Source: an optimization exercise on an open RTL-to-GDS flow (aim: a short achievable clock period and few clock cycles). Production flows keep margins and buffers that such runs may drop. The RTL was checked by simulation tests, not by an equivalence proof against the original design. No activity file was given, so power comes from the tool's default toggle rates.

==> flow/design.v <==
module Simple_Single_CPU
(
    input         clk_i,
    input         rst_n,
    output [31:0] imem_addr_o,
    input  [31:0] imem_rdata_i,
    output [31:0] dmem_addr_o,
    output [31:0] dmem_wdata_o,
    output        dmem_we_o,
    output        dmem_re_o,
    input  [31:0] dmem_rdata_i
);
    reg  [31:0] pcF;
    reg         fwE;      
    reg         fastE;    
    reg         lateE;    
    reg         rdmE;     
    reg         stE;      
    reg         brE;      
    reg         jalrE;    
    reg         auiE;     
    reg         x1E;      
    reg  [4:0]  rdE;
    reg  [31:0] A, B, R2, pcE, tgtE, valE;
    reg         mSum, mOr, mAnd, mVal, slowE, sltE;
    reg         wM, ldM, weM, reM;
    reg         x1M;      
    reg  [4:0]  rdM;
    reg  [31:0] resM, sdM;
    reg  [31:0] baseJ;
    reg  [31:0] rf [0:31];
    reg  [31:1] rfv;
    reg  [31:1] zf;
    assign imem_addr_o = pcF;
    wire [31:0] I   = imem_rdata_i;
    wire [4:0]  op  = I[6:2];
    wire [4:0]  rd  = I[11:7];
    wire [4:0]  rs1 = I[19:15];
    wire [4:0]  rs2 = I[24:20];
    wire [2:0]  f3  = I[14:12];
    wire dOP   = (op == 5'b01100);
    wire dIMM  = (op == 5'b00100);
    wire dLD   = (op == 5'b00000);
    wire dST   = (op == 5'b01000);
    wire dBR   = (op == 5'b11000);
    wire dJAL  = (op == 5'b11011);
    wire dJALR = (op == 5'b11001);
    wire dAUI  = (op == 5'b00101);
    wire rdnz   = (rd != 5'd0);
    wire dWen   = (dOP | dIMM | dLD | dJAL | dJALR | dAUI) & rdnz;
    wire useRs1 = dOP | dIMM | dLD | dST | dBR | dJALR;
    wire useRs2 = dOP | dST | dBR;
    wire useImm = dIMM | dLD | dST | dJALR;
    wire [31:0] immI = {{20{I[31]}}, I[31:20]};
    wire [31:0] immS = {{20{I[31]}}, I[31:25], I[11:7]};
    wire [31:0] immB = {{20{I[31]}}, I[7], I[30:25], I[11:8], 1'b0};
    wire [31:0] immJ = {{12{I[31]}}, I[19:12], I[20], I[30:21], 1'b0};
    wire arith = dOP | dIMM;
    wire aSub  = arith & (f3 == 3'b000) & I[30];
    wire aSlt  = arith & (f3 == 3'b010);
    wire aOr   = arith & (f3 == 3'b110);
    wire aAnd  = arith & ~(f3 == 3'b000) & ~(f3 == 3'b010) & ~(f3 == 3'b110);
    wire aSlow = aSub | aSlt;
    wire dVal  = dAUI | dJAL | dJALR;
    wire [1023:0] rfflat;
    wire [31:0]   zfe;
    assign rfflat[31:0] = 32'd0;
    assign zfe[0] = 1'b1;
    genvar g;
    generate
        for (g = 1; g < 32; g = g + 1) begin : rfeff
            assign rfflat[32*g +: 32] = rfv[g] ? rf[g] : ((g == 29) ? 32'd128 : 32'd0);
            assign zfe[g] = zf[g];
        end
    endgenerate
    wire [31:0] oh1, oh2, rf1, rf2;
    cpu_dec5   u_oh1 (.a(rs1), .y(oh1));
    cpu_dec5   u_oh2 (.a(rs2), .y(oh2));
    cpu_rfread u_rd1 (.regs(rfflat), .oh(oh1), .y(rf1));
    cpu_rfread u_rd2 (.regs(rfflat), .oh(oh2), .y(rf2));
    wire [31:0] resE;
    wire [31:0] mval;
    cpu_mux2 #(32) u_mval (.s(ldM), .a(dmem_rdata_i), .b(resM), .y(mval));
    wire fE1 = fastE & (rdE == rs1);
    wire fE2 = fastE & (rdE == rs2);
    wire fM1 = wM & (rdM == rs1);
    wire fM2 = wM & (rdM == rs2);
    wire [31:0] r1o, r2o, r1v, r2v, b0, Bn;
    cpu_mux2 #(32) u_r1o (.s(fM1), .a(mval), .b(rf1), .y(r1o));
    cpu_mux2 #(32) u_r2o (.s(fM2), .a(mval), .b(rf2), .y(r2o));
    cpu_mux2 #(32) u_r1v (.s(fE1), .a(resE), .b(r1o), .y(r1v));
    cpu_mux2 #(32) u_r2v (.s(fE2), .a(resE), .b(r2o), .y(r2v));
    cpu_mux2 #(32) u_b0  (.s(useImm), .a(dST ? immS : immI), .b(r2o), .y(b0));
    cpu_mux2 #(32) u_bn  (.s(fE2 & ~useImm), .a(resE), .b(b0), .y(Bn));
    wire lduse = lateE & (((rdE == rs1) & useRs1) | ((rdE == rs2) & useRs2));
    wire zr1, zr2;
    cpu_zsel u_zs1 (.oh(oh1), .z(zfe), .y(zr1));
    cpu_zsel u_zs2 (.oh(oh2), .z(zfe), .y(zr2));
    wire kz = ~(fwE & ((rdE == rs1) | (rdE == rs2))) &
              ~(wM & ((rdM == rs1) | (rdM == rs2)));
    wire off4   = (immB == 32'd4);
    wire sameBR = (rs1 == rs2);
    wire brT    = dBR & ~off4 & (sameBR | (kz & zr1 & zr2));     
    wire brN    = dBR & (off4 | (~sameBR & kz & (zr1 ^ zr2)));   
    wire [31:0] pc4F;
    wire [18:0] pcH13p, pcH13m, tB0, tB1;
    wire [10:0] pcH21p, pcH21m, tJ0, tJ1;
    wire [19:0] bjHp, bjHm, tR0, tR1;
    cpu_inc4 u_pc4 (.a(pcF), .y(pc4F));
    cpu_incdec #(19) u_h13 (.a(pcF[31:13]), .p(pcH13p), .m(pcH13m));
    cpu_incdec #(11) u_h21 (.a(pcF[31:21]), .p(pcH21p), .m(pcH21m));
    cpu_incdec #(20) u_bjh (.a(baseJ[31:12]), .p(bjHp), .m(bjHm));
    cpu_hipre #(19) u_pb (.sg(I[31]), .h(pcF[31:13]), .hp(pcH13p), .hm(pcH13m), .y0(tB0), .y1(tB1));
    cpu_hipre #(11) u_pj (.sg(I[31]), .h(pcF[31:21]), .hp(pcH21p), .hm(pcH21m), .y0(tJ0), .y1(tJ1));
    cpu_hipre #(20) u_pr (.sg(I[31]), .h(baseJ[31:12]), .hp(bjHp), .hm(bjHm), .y0(tR0), .y1(tR1));
    wire [12:0] tBl; wire cB;
    wire [20:0] tJl; wire cJ;
    wire [11:0] tRl; wire cR;
    cpu_add #(13) u_tbl (.a(pcF[12:0]), .b(immB[12:0]), .s(tBl), .co(cB));
    cpu_add #(21) u_tjl (.a(pcF[20:0]), .b(immJ[20:0]), .s(tJl), .co(cJ));
    cpu_add #(12) u_trl (.a(baseJ[11:0]), .b(I[31:20]), .s(tRl), .co(cR));
    wire [18:0] tBh;
    wire [10:0] tJh;
    wire [19:0] tRh;
    cpu_mux2 #(19) u_tbh (.s(cB), .a(tB1), .b(tB0), .y(tBh));
    cpu_mux2 #(11) u_tjh (.s(cJ), .a(tJ1), .b(tJ0), .y(tJh));
    cpu_mux2 #(20) u_trh (.s(cR), .a(tR1), .b(tR0), .y(tRh));
    wire [31:0] tB = {tBh, tBl};
    wire [31:0] tJ = {tJh, tJl};
    wire [31:0] tR = {tRh, tRl};
    wire [19:0] auiH; wire auiC;
    cpu_add #(20) u_aui (.a(pcF[31:12]), .b(I[31:12]), .s(auiH), .co(auiC));
    wire [31:0] auiF = {auiH, pcF[11:0]};
    wire jalrF = auiE ? (rs1 == rdE) : ((rs1 == 5'd1) & ~x1E & ~(x1M & ldM));
    wire jmpF  = dJAL | (dJALR & jalrF);
    wire [31:0] sum; wire sumc;
    cpu_add #(32) u_sum (.a(A), .b(B), .s(sum), .co(sumc));
    cpu_ressel u_res (.a(A), .b(B), .sum(sum), .val(valE),
                      .mSum(mSum), .mOr(mOr), .mAnd(mAnd), .mVal(mVal), .y(resE));
    wire [31:0] dif = A - B;
    wire        slt = (A[31] ^ B[31]) ? A[31] : dif[31];
    wire [31:0] resMn = slowE ? (sltE ? {31'd0, slt} : dif) : resE;
    wire eq;
    cpu_eq u_eq (.a(A), .b(R2), .eq(eq));
    wire mispE  = jalrE | (brE & eq);
    wire [31:0] rtgt = jalrE ? sum : tgtE;
    wire go = ~mispE & ~lduse;
    wire [31:0] pcN;
    cpu_pcnext u_pcn (
        .sE(mispE), .sR(go & dJALR & jalrF), .sJ(go & dJAL), .sB(go & brT),
        .s4(go & ~jmpF & ~brT), .sH(~mispE & lduse),
        .e(rtgt), .r(tR), .j(tJ), .b(tB), .p4(pc4F), .h(pcF), .y(pcN));
    wire vF = go;    
    wire        x1w  = wM & x1M;
    wire [31:0] x1M1 = x1w ? mval : rfflat[63:32];
    wire [31:0] x1n  = x1E ? resMn : x1M1;
    always @(posedge clk_i or negedge rst_n) begin
        if (!rst_n) begin
            pcF   <= 32'd0;
            fwE   <= 1'b0; fastE <= 1'b0; lateE <= 1'b0; rdmE <= 1'b0; stE <= 1'b0;
            brE   <= 1'b0; jalrE <= 1'b0; auiE <= 1'b0; x1E <= 1'b0;
            wM    <= 1'b0; weM <= 1'b0; reM <= 1'b0;
            rfv   <= 31'd0;
            zf    <= ~(31'd1 << 28);    
        end else begin
            pcF   <= pcN;
            fwE   <= vF & dWen;
            fastE <= vF & dWen & ~dLD & ~aSlow;
            lateE <= vF & dWen & (dLD | aSlow);
            rdmE  <= vF & dLD;
            stE   <= vF & dST;
            brE   <= vF & dBR & ~brT & ~brN;
            jalrE <= vF & dJALR & ~jalrF;
            auiE  <= vF & dAUI & rdnz;
            x1E   <= vF & dWen & (rd == 5'd1);
            wM    <= fwE;
            weM   <= stE;
            reM   <= rdmE;
            if (wM) begin
                rfv[rdM] <= 1'b1;
                zf[rdM]  <= (mval == 32'd0);
            end
        end
    end
    always @(posedge clk_i) begin
        rdE   <= rd;
        A     <= r1v;
        B     <= Bn;
        R2    <= r2v;
        pcE   <= pcF;
        tgtE  <= tB;
        valE  <= dAUI ? auiF : pc4F;
        mVal  <= dVal;
        mOr   <= aOr;
        mAnd  <= aAnd;
        mSum  <= ~dVal & ~aOr & ~aAnd;
        slowE <= aSlow;
        sltE  <= aSlt;
        baseJ <= (vF & dAUI & rdnz) ? auiF : x1n;
        ldM   <= rdmE;
        x1M   <= x1E;
        rdM   <= rdE;
        resM  <= resMn;
        sdM   <= R2;
        if (wM) rf[rdM] <= mval;
    end
    assign dmem_addr_o  = resM;
    assign dmem_wdata_o = sdM;
    assign dmem_we_o    = weM;
    assign dmem_re_o    = reM;
endmodule
module cpu_add #(parameter W = 32)
(
    input  [W-1:0] a,
    input  [W-1:0] b,
    output [W-1:0] s,
    output         co
);
    localparam L = (W > 16) ? 5 : (W > 8) ? 4 : (W > 4) ? 3 : (W > 2) ? 2 : 1;
    wire [W-1:0] gg [0:L];
    wire [W-1:0] pp [0:L];
    assign gg[0] = a & b;
    assign pp[0] = a ^ b;
    genvar k, i;
    generate
        for (k = 0; k < L; k = k + 1) begin : lvl
            for (i = 0; i < W; i = i + 1) begin : bit_
                if (i >= (1 << k)) begin : comb
                    assign gg[k+1][i] = gg[k][i] | (pp[k][i] & gg[k][i - (1 << k)]);
                    assign pp[k+1][i] = pp[k][i] & pp[k][i - (1 << k)];
                end else begin : pass
                    assign gg[k+1][i] = gg[k][i];
                    assign pp[k+1][i] = pp[k][i];
                end
            end
        end
    endgenerate
    assign s  = pp[0] ^ {gg[L][W-2:0], 1'b0};
    assign co = gg[L][W-1];
endmodule
module cpu_incdec #(parameter W = 20)
(
    input  [W-1:0] a,
    output [W-1:0] p,
    output [W-1:0] m
);
    assign p = a + 1'b1;
    assign m = a - 1'b1;
endmodule
module cpu_inc4
(
    input  [31:0] a,
    output [31:0] y
);
    assign y = a + 32'd4;
endmodule
module cpu_hipre #(parameter W = 20)
(
    input          sg,
    input  [W-1:0] h,
    input  [W-1:0] hp,
    input  [W-1:0] hm,
    output [W-1:0] y0,
    output [W-1:0] y1
);
    assign y0 = sg ? hm : h;
    assign y1 = sg ? h : hp;
endmodule
module cpu_mux2 #(parameter W = 32)
(
    input          s,
    input  [W-1:0] a,
    input  [W-1:0] b,
    output [W-1:0] y
);
    assign y = s ? a : b;
endmodule
module cpu_dec5
(
    input  [4:0]  a,
    output [31:0] y
);
    genvar i;
    generate
        for (i = 0; i < 32; i = i + 1) begin : d
            assign y[i] = (a == i);
        end
    endgenerate
endmodule
module cpu_rfread
(
    input  [1023:0] regs,
    input  [31:0]   oh,
    output [31:0]   y
);
    reg [31:0] acc;
    integer i;
    always @(*) begin
        acc = 32'd0;
        for (i = 0; i < 32; i = i + 1)
            acc = acc | (regs[32*i +: 32] & {32{oh[i]}});
    end
    assign y = acc;
endmodule
module cpu_zsel
(
    input  [31:0] oh,
    input  [31:0] z,
    output        y
);
    assign y = |(oh & z);
endmodule
module cpu_eq
(
    input  [31:0] a,
    input  [31:0] b,
    output        eq
);
    assign eq = (a == b);
endmodule
module cpu_ressel
(
    input  [31:0] a,
    input  [31:0] b,
    input  [31:0] sum,
    input  [31:0] val,
    input         mSum,
    input         mOr,
    input         mAnd,
    input         mVal,
    output [31:0] y
);
    assign y = ({32{mSum}} & sum) | ({32{mOr}} & (a | b)) |
               ({32{mAnd}} & (a & b)) | ({32{mVal}} & val);
endmodule
module cpu_pcnext
(
    input         sE,
    input         sR,
    input         sJ,
    input         sB,
    input         s4,
    input         sH,
    input  [31:0] e,
    input  [31:0] r,
    input  [31:0] j,
    input  [31:0] b,
    input  [31:0] p4,
    input  [31:0] h,
    output [31:0] y
);
    assign y = ({32{sE}} & e) | ({32{sR}} & r) | ({32{sJ}} & j) |
               ({32{sB}} & b) | ({32{s4}} & p4) | ({32{sH}} & h);
endmodule
==> flow/flow/run.sh <==
#!/bin/bash
# The standard layout (the standard.sh, its synthesis unchanged), with two
# changes to how the layout is optimised:
#  - timing repair aims at a slack well above the 11 ns clock's, so that it keeps
#    shortening the critical paths;
#  - the port buffers are buf_8 cells rather than the resizer's default choice.
# make's full output goes to standard_make.log; each ORFS step also keeps its own
# log under orfs/logs/.
set -euo pipefail
bash standard.sh SETUP_SLACK_MARGIN=7.0 \
    "BUFFER_PORTS_ARGS=-buffer_cell sky130_fd_sc_hd__buf_8" \
    finish > standard_make.log 2>&1
==> flow/standard.sh <==
#!/bin/bash
# synth_recipe.tcl (not shown) runs the flow's synth.tcl, then flattens the netlist and writes it again
# the make line also repeats each setting of config.mk as NAME=value (left out here)
make -C /OpenROAD-flow-scripts/flow DESIGN_CONFIG=/design/flow/config.mk WORK_HOME=/design/flow/orfs CLKGATE_MAP_FILE= SYNTH_SCRIPT=/design/flow/synth_recipe.tcl "${@:-finish}"
==> flow/config.mk <==
export PLATFORM = sky130hd
export DESIGN_NAME = Simple_Single_CPU
export DESIGN_NICKNAME = Simple_Single_CPU
export VERILOG_FILES = /design/flow/design.v
export SDC_FILE = /design/flow/constraint.sdc
export NUM_CORES = 8
export LEC_CHECK = 0
export ABC_CLOCK_PERIOD_IN_PS = 5000
export CAP_MARGIN = 20
export CORE_MARGIN = 2
export CORE_UTILIZATION = 25
export PLACE_DENSITY = 0.45
export SETUP_SLACK_MARGIN = 5
export SLEW_MARGIN = 20
export SYNTH_HIERARCHICAL = 1
==> flow/constraint.sdc <==
create_clock -name core_clock -period 11.0 [get_ports {clk_i}]
set_input_delay 2.2000 -clock core_clock [delete_from_list [all_inputs] [get_ports {clk_i}]]
set_output_delay 2.2000 -clock core_clock [all_outputs]
set_load 0.01 [all_outputs]
==> results_dict.tcl <==
set metrics [dict create \
    drt_first_pass_iters 7 \
    hold_class "flop to flop" \
    route.vias.total 66443 \
    cts_tree "done" \
    worst_pin_slew_ns 1.09 \
    setup_viol 0 \
    grt_use_met2 0.382 \
    fin_worst_skew_ns 0.116 \
    fp.dieH_um 561 \
    grt_pass1_vias 62030 \
    internal-power_mw 12.0 \
    drt_iter0_drc 9448 \
    hold_viol 0 \
    design_area_mm2 0.101 \
    io_buffers 161 \
    fin_crit_sh 0.428 \
    grt_util_met3 0.0549 \
    comb_power_share 0.326 \
    final_cells 11751 \
    ir_drop_mv 0.132 \
    p_leak_nw 36.0 \
    core-area_mm2 0.309 \
    syn_to_final_growth_pct 30.2 \
    required_ns 11.75 \
    grt_antenna_before_repair 41 \
    pwr-share-seq 0.367 \
    grt_pass1_wl_mm 544 \
    grt_max_degree 66 \
    clk_latency_ns 0.96 \
    placed_area_mm2 0.0849 \
    critPathMaxFanout 7 \
    nets 7698 \
    io_pins 164 \
    drive_gt1_frac 0.307 \
    arrival_ns 5.45 \
    r2r_slack_ns 7.03 \
    min_period_ns 4.70 \
    grt_overflow 0 \
    slew_headroom 0.272 \
    end_kind "flop" \
    cts.sink_count 1372 \
    avgSynthCellArea_um2 11.4 \
    netlist_instances 6838 \
    wl_per_cell_um 35.1 \
    p_sw_mw 6.83 \
    die_w_um 561 \
    fmax_ghz 0.213 \
    cp-start-kind "input pin" \
    rsz0062_at_grt "yes" \
    status "complete, no violations" \
    drc 0 \
    dp_hpwl_mm 236 \
    clk_pin_slew_ns 0.06 \
    setup_tns_ns 0 \
    hold_buffers 0 \
    use_met1 0.319 \
    ant_nets 0 \
    std_cell_rows 204 \
    power.density_mw_per_mm2 186 \
    yosysWarnings 13 \
    finalWirelength_mm 413 \
    viasPerCell 5.65 \
    htree_levels 4 \
    slew_viol_final 0 \
    root_buffer "clkbuf_16" \
    grt_usage 0.249 \
    placed_cells 10909 \
    gp_congestion 0.953 \
    grt.busiest_layer "met2" \
    cts_buffers 177 \
    post-place-ws_ns 4.51 \
    netlist_area_mm2 0.0777 \
    initial_utilization 0.251 \
    min_delay_path_depth 0 \
    p_clk_frac 0.307 \
    r2r_cells 13 \
    switching_share 0.363 \
    die_area_mm2 0.315 \
    drv_cap 0 \
    path_class "input pin to flop" \
    clockBufferDepth 4 \
    power_mw 18.8 \
    layout_setup_ws_ns 6.30 \
]
==> layout make-up <==
cell class / instances / area [µm²]
Fill cell: 30744 / 208000
Inverter: 105 / 414
Multi-Input combinational cell: 4966 / 40200
Clock inverter: 77 / 648
Timing Repair Buffer: 855 / 11700
Clock buffer: 236 / 4920
Tap cell: 4120 / 5150
Antenna cell: 20 / 50.0
Sequential cell: 1372 / 38000
==> registers in the layout (all words and copies together), names as in the netlist, 31 cells and up <==
signal,count
R2,32
resM,32
valE,32
pcF,32
baseJ,32
rf,992
zf,31
tgtE,32
sdM,32
rfv,31
B,32
A,32
==> cells in the final DEF (no fill, tap or decap), drive strengths merged, types with 107 or more instances in the layout <==
cell type / count
nor2: 213
nand4: 314
ha: 148
a22oi: 1185
a21oi: 136
nand3: 181
and2: 1001
xor2: 123
edfxtp: 992
dfxtp: 274
xnor2: 148
buf: 827
o21ai: 111
nand2: 241
mux2: 477
clkbuf: 245
inv: 107
==> what timing repair did <==
| item | 4_1_cts | 5_1_grt |
|---|---|---|
| resized for setup | 727 | 266 |
| endpoints found under the hold margin | 0 | 0 |
| buffers inserted | 291 | 136 |
| gates cloned | 71 | 11 |
| pin swaps | 251 | 250 |
| setup endpoints to repair | 233 | 209 |
==> path summary, 6_finish.rpt <==
| check | from | endpoint |
|---|---|---|
| setup / recovery | imem_rdata_i[24] | B[27] |
| hold / removal | stE | weM |
| setup reg to reg | A[0] | baseJ[20] |
| hold reg to reg | stE | weM |
| max in group asynchronous | rst_n | rfv[3] |
| min in group asynchronous | rst_n | stE |
==> through the flow <==
step                      utilization  hold slack (ns)
after detailed placement        0.275            0.340
final                           0.327            0.351
after floorplan                     -            0.331
after CTS                       0.318            0.353
after global placement          0.275            0.340
after global routing            0.327            0.361
==> routing by layer <==
metal  wire [µm]  up-vias
met5          76        -
met4       30500       10
met3       41500      996
met2      179000     4181
met1      161000    33710
li1            -    27546
==> power groups by stage <==
stage	sequential, mW	clock [mW]	combinational, mW
global placement	6.97	0	5.50
floorplan	6.66	0	3.32
detailed placement	6.97	0	5.53
finish	6.89	5.77	6.13
CTS	6.88	5.84	5.86
global route	6.92	6.04	6.43
==> worst max-delay path: stages <==
cell      delay (ns)
buf_16          0.13
nand2b_4        0.17
buf_12          0.12
nor2_4          0.05
buf_12          0.14
buf_6           0.12
a22oi_2         0.17
nand4_1         0.63
or4_4           0.85
mux2_4          0.31
mux2_4          0.27
mux2_4          0.26
Testbench counts, summed over its fixed seeds: cycles 30,932.

re-timing with driven ports:
How much do the figures lean on ideal ports? The routed layout below was timed once more, with nothing changed but the port constraints. Step 1 assumes that a clkbuf_16 drives the clock port and a buf_2 every other input. Step 2 moves the port delays by t, midway between the first and last clock arrival at a register: inputs arrive t later, outputs are due t later. That takes back most of the time a late clock gives input paths. Slacks: ideal / step 1 / step 2; pairs: ideal / step 1.
t, ns: 0.984
slack for setup (ns): 6.297 / 6.069 / 5.085
hold slack, ns: 0.351 / 0.351 / 0.351
worst setup path at the end: input to register
worst data-port slew with drivers (ns): 0.41
After both steps setup and hold are still met in this run. The setup slack of this run moves by -0.228 ns with the drivers and by -1.212 ns with both steps.
